This is an optimization exercise on Yosys and OpenROAD, whose aim is small area, not a production implementation.
The RTL was checked by simulation tests, not by an equivalence proof against the original design.
No driver is modelled on the clock port, so clock power and skew are understated where the tree is cut down; a real chip needs a root buffer or a tree.

==> run a: inputs <==
Design main, start of the top module:
module main (
    input  clk,
    input  rst,
    input  rx,
    output tx,
    output busy
);
clock: 6.0 ns
lec_check: 0
cap_margin: 20
core_margin: 2
core_utilization: 65
gpl_timing_driven: 0
slew_margin: 20
standard.sh (not shown) runs the stock make flow with config.mk's settings and CLKGATE_MAP_FILE= SYNTH_SCRIPT=/design/flow/synth_recipe.tcl, a recipe that flattens the netlist after the stock synthesis.
==> flow/flow/run.sh <==
#!/bin/bash
# Layout flow: the standard synthesis; its combinational logic mapped again
# for area (register cells kept as the standard synthesis made them, same
# names and cells); then the standard layout steps, with a hand-built clock
# tree, small port buffers and no oversized repair buffers.
set -euo pipefail
W=$(pwd)
R=$W/orfs/results/$FLOW_PLATFORM/main/base
LIB=$FLOW_HOME/platforms/$FLOW_PLATFORM/lib/sky130_fd_sc_hd__tt_025C_1v80.lib

bash standard.sh synth > $W/synth.log 2>&1

cp $R/1_2_yosys.v $W/synth_standard.v
DU=$(sed -n '/DONT_USE_CELLS += /,/^#/p' $FLOW_HOME/platforms/$FLOW_PLATFORM/config.mk \
     | grep -oE "sky130_fd_sc_hd__[a-z0-9_]+" | sed 's/^/-dont_use /' | tr '\n' ' ')
sed -e "s#@LIB@#$LIB#g" -e "s#@DU@#$DU#g" -e "s#@IN@#$W/synth_standard.v#g" \
    -e "s#@OUT@#$W/synth_remap.v#g" -e "s#@STAT@#$W/remap_stat.txt#g" \
    flow/remap.ys > $W/remap_run.ys
yosys -s $W/remap_run.ys > $W/remap.log 2>&1
cp $W/synth_remap.v $R/1_2_yosys.v

export PRE_CTS_TCL=$W/flow/cts_pre.tcl
export PRE_FLOORPLAN_TCL=$W/flow/dont_use.tcl
export PRE_GLOBAL_PLACE_TCL=$W/flow/dont_use.tcl
export PRE_RESIZE_TCL=$W/flow/dont_use.tcl
export PRE_GLOBAL_ROUTE_TCL=$W/flow/dont_use.tcl
export BUFFER_PORTS_ARGS="-buffer_cell sky130_fd_sc_hd__buf_1"
bash standard.sh > $W/layout.log 2>&1
==> flow/flow/cts_pre.tcl <==
# Runs before ORFS's clock tree step: builds the clock tree by hand (the clock
# port drives one root buffer, which drives one leaf buffer per equal-sized
# group of registers), and makes the step's own tree builder a no-op.
source [file join [file dirname [info script]] mcts.tcl]
mcts_build2 4 sky130_fd_sc_hd__clkbuf_4 sky130_fd_sc_hd__clkbuf_8
proc clock_tree_synthesis {args} { puts "clock tree built by cts_pre.tcl" }
==> flow/flow/mcts.tcl <==

proc mcts_kmeans {xs ys K} {
  set n [llength $xs]
  set idx [lsort -integer -indices [lmap x $xs y $ys {expr {int($x + $y)}}]]
  set cx {}; set cy {}
  for {set k 0} {$k < $K} {incr k} {
    set i [lindex $idx [expr {int(($k + 0.5) * $n / $K)}]]
    lappend cx [lindex $xs $i]; lappend cy [lindex $ys $i]
  }
  for {set iter 0} {$iter < 100} {incr iter} {
    set asg {}
    for {set k 0} {$k < $K} {incr k} { set sx($k) 0.0; set sy($k) 0.0; set sc($k) 0 }
    foreach x $xs y $ys {
      set best 0; set bd 1e30
      for {set k 0} {$k < $K} {incr k} {
        set d [expr {hypot($x - [lindex $cx $k], $y - [lindex $cy $k])}]
        if {$d < $bd} { set bd $d; set best $k }
      }
      lappend asg $best
      set sx($best) [expr {$sx($best) + $x}]; set sy($best) [expr {$sy($best) + $y}]; incr sc($best)
    }
    set cx {}; set cy {}
    for {set k 0} {$k < $K} {incr k} {
      if {$sc($k) == 0} { lappend cx [lindex $xs 0]; lappend cy [lindex $ys 0] } else {
        lappend cx [expr {$sx($k) / $sc($k)}]; lappend cy [expr {$sy($k) / $sc($k)}]
      }
    }
  }
  return [list $cx $cy $asg]
}

proc mcts_center {it} {
  set b [[$it getInst] getBBox]
  return [list [expr {([$b xMin] + [$b xMax]) / 2.0}] [expr {([$b yMin] + [$b yMax]) / 2.0}]]
}

proc mcts_add_buf {block master name innet x y} {
  set inst [odb::dbInst_create $block $master $name]
  set net [odb::dbNet_create $block "${name}_net"]
  $net setSigType CLOCK
  $inst setLocation [expr {int($x)}] [expr {int($y)}]
  $inst setPlacementStatus PLACED
  [$inst findITerm A] connect $innet
  [$inst findITerm X] connect $net
  return $net
}

proc mcts_build {K R leafbuf rootbuf} {
  set block [ord::get_db_block]
  set db [ord::get_db]
  set clknet [$block findNet clk]
  set sinks {}
  foreach it [$clknet getITerms] {
    if {[[[$it getInst] getMaster] isSequential]} { lappend sinks $it }
  }
  set xs {}; set ys {}
  foreach it $sinks { lassign [mcts_center $it] x y; lappend xs $x; lappend ys $y }
  lassign [mcts_kmeans $xs $ys $K] lx ly lasg
  lassign [mcts_kmeans $lx $ly $R] rx ry rasg
  for {set r 0} {$r < $R} {incr r} {
    set rnet($r) [mcts_add_buf $block [$db findMaster $rootbuf] "mcts_root_$r" $clknet [lindex $rx $r] [lindex $ry $r]]
  }
  for {set k 0} {$k < $K} {incr k} {
    set lnet($k) [mcts_add_buf $block [$db findMaster $leafbuf] "mcts_leaf_$k" $rnet([lindex $rasg $k]) [lindex $lx $k] [lindex $ly $k]]
  }
  foreach it $sinks k $lasg {
    $it disconnect
    $it connect $lnet($k)
  }
  puts "mcts: [llength $sinks] sinks, $K leaf buffers, $R root buffers"
}

# Split items (lists {x y payload}) into 2^levels groups of equal size by
# recursive median cuts along the wider side.
proc mcts_bisect {items levels} {
  if {$levels == 0 || [llength $items] < 2} { return [list $items] }
  set xs [lmap it $items {lindex $it 0}]; set ys [lmap it $items {lindex $it 1}]
  set w [expr {[tcl::mathfunc::max {*}$xs] - [tcl::mathfunc::min {*}$xs]}]
  set h [expr {[tcl::mathfunc::max {*}$ys] - [tcl::mathfunc::min {*}$ys]}]
  set key [expr {$w >= $h ? 0 : 1}]
  set sorted [lsort -real -index $key $items]
  set half [expr {[llength $sorted] / 2}]
  return [concat [mcts_bisect [lrange $sorted 0 [expr {$half - 1}]] [expr {$levels - 1}]] \
                 [mcts_bisect [lrange $sorted $half end] [expr {$levels - 1}]]]
}

proc mcts_mean {items} {
  set sx 0.0; set sy 0.0
  foreach it $items { set sx [expr {$sx + [lindex $it 0]}]; set sy [expr {$sy + [lindex $it 1]}] }
  return [list [expr {$sx / [llength $items]}] [expr {$sy / [llength $items]}]]
}

# levels: leaf groups = 2^levels; the clock port drives one root buffer that
# drives the leaf buffers.
proc mcts_build2 {levels leafbuf rootbuf} {
  set block [ord::get_db_block]
  set db [ord::get_db]
  set clknet [$block findNet clk]
  set items {}
  foreach it [$clknet getITerms] {
    if {[[[$it getInst] getMaster] isSequential]} {
      lassign [mcts_center $it] x y
      lappend items [list $x $y $it]
    }
  }
  set groups [mcts_bisect $items $levels]
  lassign [mcts_mean $items] mx my
  set leaves {}
  foreach g $groups { lappend leaves [mcts_mean $g] }
  lassign [mcts_mean [lmap l $leaves {list {*}$l 0}]] rx ry
  set rnet [mcts_add_buf $block [$db findMaster $rootbuf] "mcts_root" $clknet $rx $ry]
  set k 0
  foreach g $groups l $leaves {
    set net [mcts_add_buf $block [$db findMaster $leafbuf] "mcts_leaf_$k" $rnet {*}$l]
    foreach item $g { set it [lindex $item 2]; $it disconnect; $it connect $net }
    incr k
  }
  puts "mcts: [llength $items] sinks, $k leaf buffers"
}
==> flow/flow/remap.ys <==
# Map the standard synthesis's combinational cells again, for area. Register
# cells (and tie cells) stay black boxes, so they keep their names and cells.
read_liberty -ignore_miss_func @LIB@
blackbox sky130_fd_sc_hd__df* sky130_fd_sc_hd__edf* sky130_fd_sc_hd__sdf* sky130_fd_sc_hd__sedf* sky130_fd_sc_hd__dl* sky130_fd_sc_hd__conb_1
read_verilog @IN@
hierarchy -top main
rename -hide c:_*
flatten
hierarchy -top main
opt -purge
abc -liberty @LIB@ -script +strash;&get,-n;&fraig,-x;&put;scorr;dc2;dretime;strash;&get,-n;&dch,-f;&nf,-R,1000;&put;&get,-n;&dch,-f;&nf,-R,1000;&put @DU@
opt_clean -purge
tee -o @STAT@ stat -liberty @LIB@
write_verilog -noattr @OUT@
Other scripts of this flow, unchanged in this note and not shown: flow/flow/dont_use.tcl
==> run b: changes against run a <==
==> flow/flow/cts_pre.tcl (replaced) <==
# Runs before ORFS's clock tree step: builds the clock tree by hand and makes
# the step's own tree builder (and its clock-inverter cloning) a no-op. The
# clock port drives one root inverter, which drives one leaf inverter per
# equal-sized group of registers (8 groups), so every register sees the
# clock inverted twice.
source [file join [file dirname [info script]] mcts.tcl]
mcts_build2 3 sky130_fd_sc_hd__inv_8 sky130_fd_sc_hd__inv_6
proc repair_clock_inverters {args} { puts "clock inverters left as built by cts_pre.tcl" }
proc clock_tree_synthesis {args} { puts "clock tree built by cts_pre.tcl" }
--- a/flow/flow/mcts.tcl
+++ b/flow/flow/mcts.tcl
@@ -1,31 +1,3 @@
-
-proc mcts_kmeans {xs ys K} {
-  set n [llength $xs]
-  set idx [lsort -integer -indices [lmap x $xs y $ys {expr {int($x + $y)}}]]
-  set cx {}; set cy {}
-  for {set k 0} {$k < $K} {incr k} {
-    set i [lindex $idx [expr {int(($k + 0.5) * $n / $K)}]]
-    lappend cx [lindex $xs $i]; lappend cy [lindex $ys $i]
-  }
-  for {set iter 0} {$iter < 100} {incr iter} {
-    set asg {}
-    for {set k 0} {$k < $K} {incr k} { set sx($k) 0.0; set sy($k) 0.0; set sc($k) 0 }
-    foreach x $xs y $ys {
-      set best 0; set bd 1e30
-      for {set k 0} {$k < $K} {incr k} {
-        set d [expr {hypot($x - [lindex $cx $k], $y - [lindex $cy $k])}]
-        if {$d < $bd} { set bd $d; set best $k }
-      }
-      lappend asg $best
-      set sx($best) [expr {$sx($best) + $x}]; set sy($best) [expr {$sy($best) + $y}]; incr sc($best)
-    }
-    set cx {}; set cy {}
-    for {set k 0} {$k < $K} {incr k} {
-      if {$sc($k) == 0} { lappend cx [lindex $xs 0]; lappend cy [lindex $ys 0] } else {
-        lappend cx [expr {$sx($k) / $sc($k)}]; lappend cy [expr {$sy($k) / $sc($k)}]
-      }
-    }
-  }
-  return [list $cx $cy $asg]
-}
+# Manual clock tree helpers: a root cell driven by the clock port, and one
+# leaf cell per equal-sized group of clock sinks, placed at the group's centre.
 
@@ -43,29 +15,6 @@
   [$inst findITerm A] connect $innet
-  [$inst findITerm X] connect $net
+  set out [$inst findITerm X]
+  if {$out == "NULL"} { set out [$inst findITerm Y] }
+  $out connect $net
   return $net
-}
-
-proc mcts_build {K R leafbuf rootbuf} {
-  set block [ord::get_db_block]
-  set db [ord::get_db]
-  set clknet [$block findNet clk]
-  set sinks {}
-  foreach it [$clknet getITerms] {
-    if {[[[$it getInst] getMaster] isSequential]} { lappend sinks $it }
-  }
-  set xs {}; set ys {}
-  foreach it $sinks { lassign [mcts_center $it] x y; lappend xs $x; lappend ys $y }
-  lassign [mcts_kmeans $xs $ys $K] lx ly lasg
-  lassign [mcts_kmeans $lx $ly $R] rx ry rasg
-  for {set r 0} {$r < $R} {incr r} {
-    set rnet($r) [mcts_add_buf $block [$db findMaster $rootbuf] "mcts_root_$r" $clknet [lindex $rx $r] [lindex $ry $r]]
-  }
-  for {set k 0} {$k < $K} {incr k} {
-    set lnet($k) [mcts_add_buf $block [$db findMaster $leafbuf] "mcts_leaf_$k" $rnet([lindex $rasg $k]) [lindex $lx $k] [lindex $ly $k]]
-  }
-  foreach it $sinks k $lasg {
-    $it disconnect
-    $it connect $lnet($k)
-  }
-  puts "mcts: [llength $sinks] sinks, $K leaf buffers, $R root buffers"
 }
--- a/flow/flow/remap.ys
+++ b/flow/flow/remap.ys
@@ -10,3 +10,3 @@
 opt -purge
-abc -liberty @LIB@ -script +strash;&get,-n;&fraig,-x;&put;scorr;dc2;dretime;strash;&get,-n;&dch,-f;&nf,-R,1000;&put;&get,-n;&dch,-f;&nf,-R,1000;&put @DU@
+abc -liberty @LIB@ -script +strash;dch,-f,-C,10000;amap,-F,20,-A,100 @DU@
 opt_clean -purge
Settings changed: CORE_UTILIZATION 65 to 80.
==> run c: changes against run a <==
==> flow/flow/cts_pre.tcl (replaced) <==
# Runs before ORFS's clock tree step: builds the clock tree by hand and makes
# the step's own tree builder (and its clock-inverter cloning) a no-op. The
# clock port drives one root inverter, which drives one leaf inverter per
# equal-sized group of registers (8 groups), so every register sees the
# clock inverted twice.
source [file join [file dirname [info script]] mcts.tcl]
mcts_build2 3 sky130_fd_sc_hd__inv_8 sky130_fd_sc_hd__inv_6
proc repair_clock_inverters {args} { puts "clock inverters left as built by cts_pre.tcl" }
proc clock_tree_synthesis {args} { puts "clock tree built by cts_pre.tcl" }
--- a/flow/flow/mcts.tcl
+++ b/flow/flow/mcts.tcl
@@ -1,31 +1,3 @@
-
-proc mcts_kmeans {xs ys K} {
-  set n [llength $xs]
-  set idx [lsort -integer -indices [lmap x $xs y $ys {expr {int($x + $y)}}]]
-  set cx {}; set cy {}
-  for {set k 0} {$k < $K} {incr k} {
-    set i [lindex $idx [expr {int(($k + 0.5) * $n / $K)}]]
-    lappend cx [lindex $xs $i]; lappend cy [lindex $ys $i]
-  }
-  for {set iter 0} {$iter < 100} {incr iter} {
-    set asg {}
-    for {set k 0} {$k < $K} {incr k} { set sx($k) 0.0; set sy($k) 0.0; set sc($k) 0 }
-    foreach x $xs y $ys {
-      set best 0; set bd 1e30
-      for {set k 0} {$k < $K} {incr k} {
-        set d [expr {hypot($x - [lindex $cx $k], $y - [lindex $cy $k])}]
-        if {$d < $bd} { set bd $d; set best $k }
-      }
-      lappend asg $best
-      set sx($best) [expr {$sx($best) + $x}]; set sy($best) [expr {$sy($best) + $y}]; incr sc($best)
-    }
-    set cx {}; set cy {}
-    for {set k 0} {$k < $K} {incr k} {
-      if {$sc($k) == 0} { lappend cx [lindex $xs 0]; lappend cy [lindex $ys 0] } else {
-        lappend cx [expr {$sx($k) / $sc($k)}]; lappend cy [expr {$sy($k) / $sc($k)}]
-      }
-    }
-  }
-  return [list $cx $cy $asg]
-}
+# Manual clock tree helpers: a root cell driven by the clock port, and one
+# leaf cell per equal-sized group of clock sinks, placed at the group's centre.
 
@@ -43,29 +15,6 @@
   [$inst findITerm A] connect $innet
-  [$inst findITerm X] connect $net
+  set out [$inst findITerm X]
+  if {$out == "NULL"} { set out [$inst findITerm Y] }
+  $out connect $net
   return $net
-}
-
-proc mcts_build {K R leafbuf rootbuf} {
-  set block [ord::get_db_block]
-  set db [ord::get_db]
-  set clknet [$block findNet clk]
-  set sinks {}
-  foreach it [$clknet getITerms] {
-    if {[[[$it getInst] getMaster] isSequential]} { lappend sinks $it }
-  }
-  set xs {}; set ys {}
-  foreach it $sinks { lassign [mcts_center $it] x y; lappend xs $x; lappend ys $y }
-  lassign [mcts_kmeans $xs $ys $K] lx ly lasg
-  lassign [mcts_kmeans $lx $ly $R] rx ry rasg
-  for {set r 0} {$r < $R} {incr r} {
-    set rnet($r) [mcts_add_buf $block [$db findMaster $rootbuf] "mcts_root_$r" $clknet [lindex $rx $r] [lindex $ry $r]]
-  }
-  for {set k 0} {$k < $K} {incr k} {
-    set lnet($k) [mcts_add_buf $block [$db findMaster $leafbuf] "mcts_leaf_$k" $rnet([lindex $rasg $k]) [lindex $lx $k] [lindex $ly $k]]
-  }
-  foreach it $sinks k $lasg {
-    $it disconnect
-    $it connect $lnet($k)
-  }
-  puts "mcts: [llength $sinks] sinks, $K leaf buffers, $R root buffers"
 }
--- a/flow/flow/remap.ys
+++ b/flow/flow/remap.ys
@@ -10,3 +10,3 @@
 opt -purge
-abc -liberty @LIB@ -script +strash;&get,-n;&fraig,-x;&put;scorr;dc2;dretime;strash;&get,-n;&dch,-f;&nf,-R,1000;&put;&get,-n;&dch,-f;&nf,-R,1000;&put @DU@
+abc -liberty @LIB@ -script +strash;&get,-n;&deepsyn,-T,150;&put;dch,-f,-C,10000;amap,-F,20,-A,100 @DU@
 opt_clean -purge
Settings changed: CORE_UTILIZATION 65 to 80.
==> results.toml <==
[layout]
inverters = 8
stdcell_count = 417

[setup_path]
crit_chain = "and2_0, a222oi_1, a21oi_1, and3_1, clkinv_1, a21oi_1, maj3_1, maj3_1, maj3_1, nor2_1, nor2_1, maj3_1, xnor2_1, a22o_1"
worstPathMaxFanout = 11

[placed_design]
pre_cts_ws_ns = 1.69

[global_route]
met3_usage = 0.0212

[die]
start_util = 0.682
fp-row-count = 29

[outcome]
status = "timing/DRC/antenna clean"

[clocking]
clock_latency_ns = 0.42
The numbers above come from run a.

==> results.toml <==
[die]
start_util = 0.828
fp-row-count = 26

[sta]
maxSlewViolCount = 0

[placed_design]
pre_cts_ws_ns = 1.59

[outcome]
status = "timing/DRC/antenna clean"

[global_route]
met3_usage = 0.0329

[layout]
drive_gt1_frac = 0.0395
inverters = 32
stdcell_count = 424

[setup_path]
worstPathMaxFanout = 8
crit_chain = "clkinv_1, nor2_1, a222oi_1, a32o_1, nor3_2, o221ai_1, a21oi_1, and3_1, nor2_1, o22ai_1, a21oi_1, nor2_1, nor4_1, a211oi_1, nand2_1, o21ai_0, o22ai_1"

[clocking]
clock_latency_ns = 0.25
The numbers above come from run b.

==> results.toml <==
[placed_design]
pre_cts_ws_ns = 0.460

[sta]
finClkSkew_ns = 0.0103

[drt]
dr_wl_met3_um = 478
drtIter0Drc = 150

[clocking]
clock_latency_ns = 0.24

[die]
start_util = 0.821
taps = 70

[setup_path]
crit_start = "cnt[1]"
worstPathMaxFanout = 10

[synth]
netlist_area_um2 = 4140

[pwr]
ir_drop_mv = 0.292

[layout]
inverters = 28
stdcell_count = 411

[global_route]
met3_usage = 0.0405

[outcome]
status = "timing/DRC/antenna clean"
The numbers above come from run c.

No run of this note takes its clock network from TritonCTS; it comes from the design's own scripts or RTL.

separate check: timing with driven ports:
How much do the figures lean on ideal ports? The routed layouts below were timed once more, with nothing changed but the port constraints.
Step 1 sets driving cells, clkbuf_16 on the clock port and buf_2 on the other inputs (assumed; they add their load-dependent delay and slew).
Step 2 also shifts input and output timing later by t, the mid clock arrival at the registers, as if the neighbouring blocks saw the same clock.
a / b / c = ideal ports / drivers / drivers and shift; a / b = the first two.
run	t (ns)	slack for setup (ns)	worst setup path at the end	cell pins on the clock port's net
run a	0.436	1.672 / 1.672 / 1.672	register to register	1
run b	0.281	1.742 / 1.742 / 1.742	register to register	1
run c	0.276	0.495 / 0.495 / 0.495	register to register	1
After both steps every run listed still meets setup and hold.
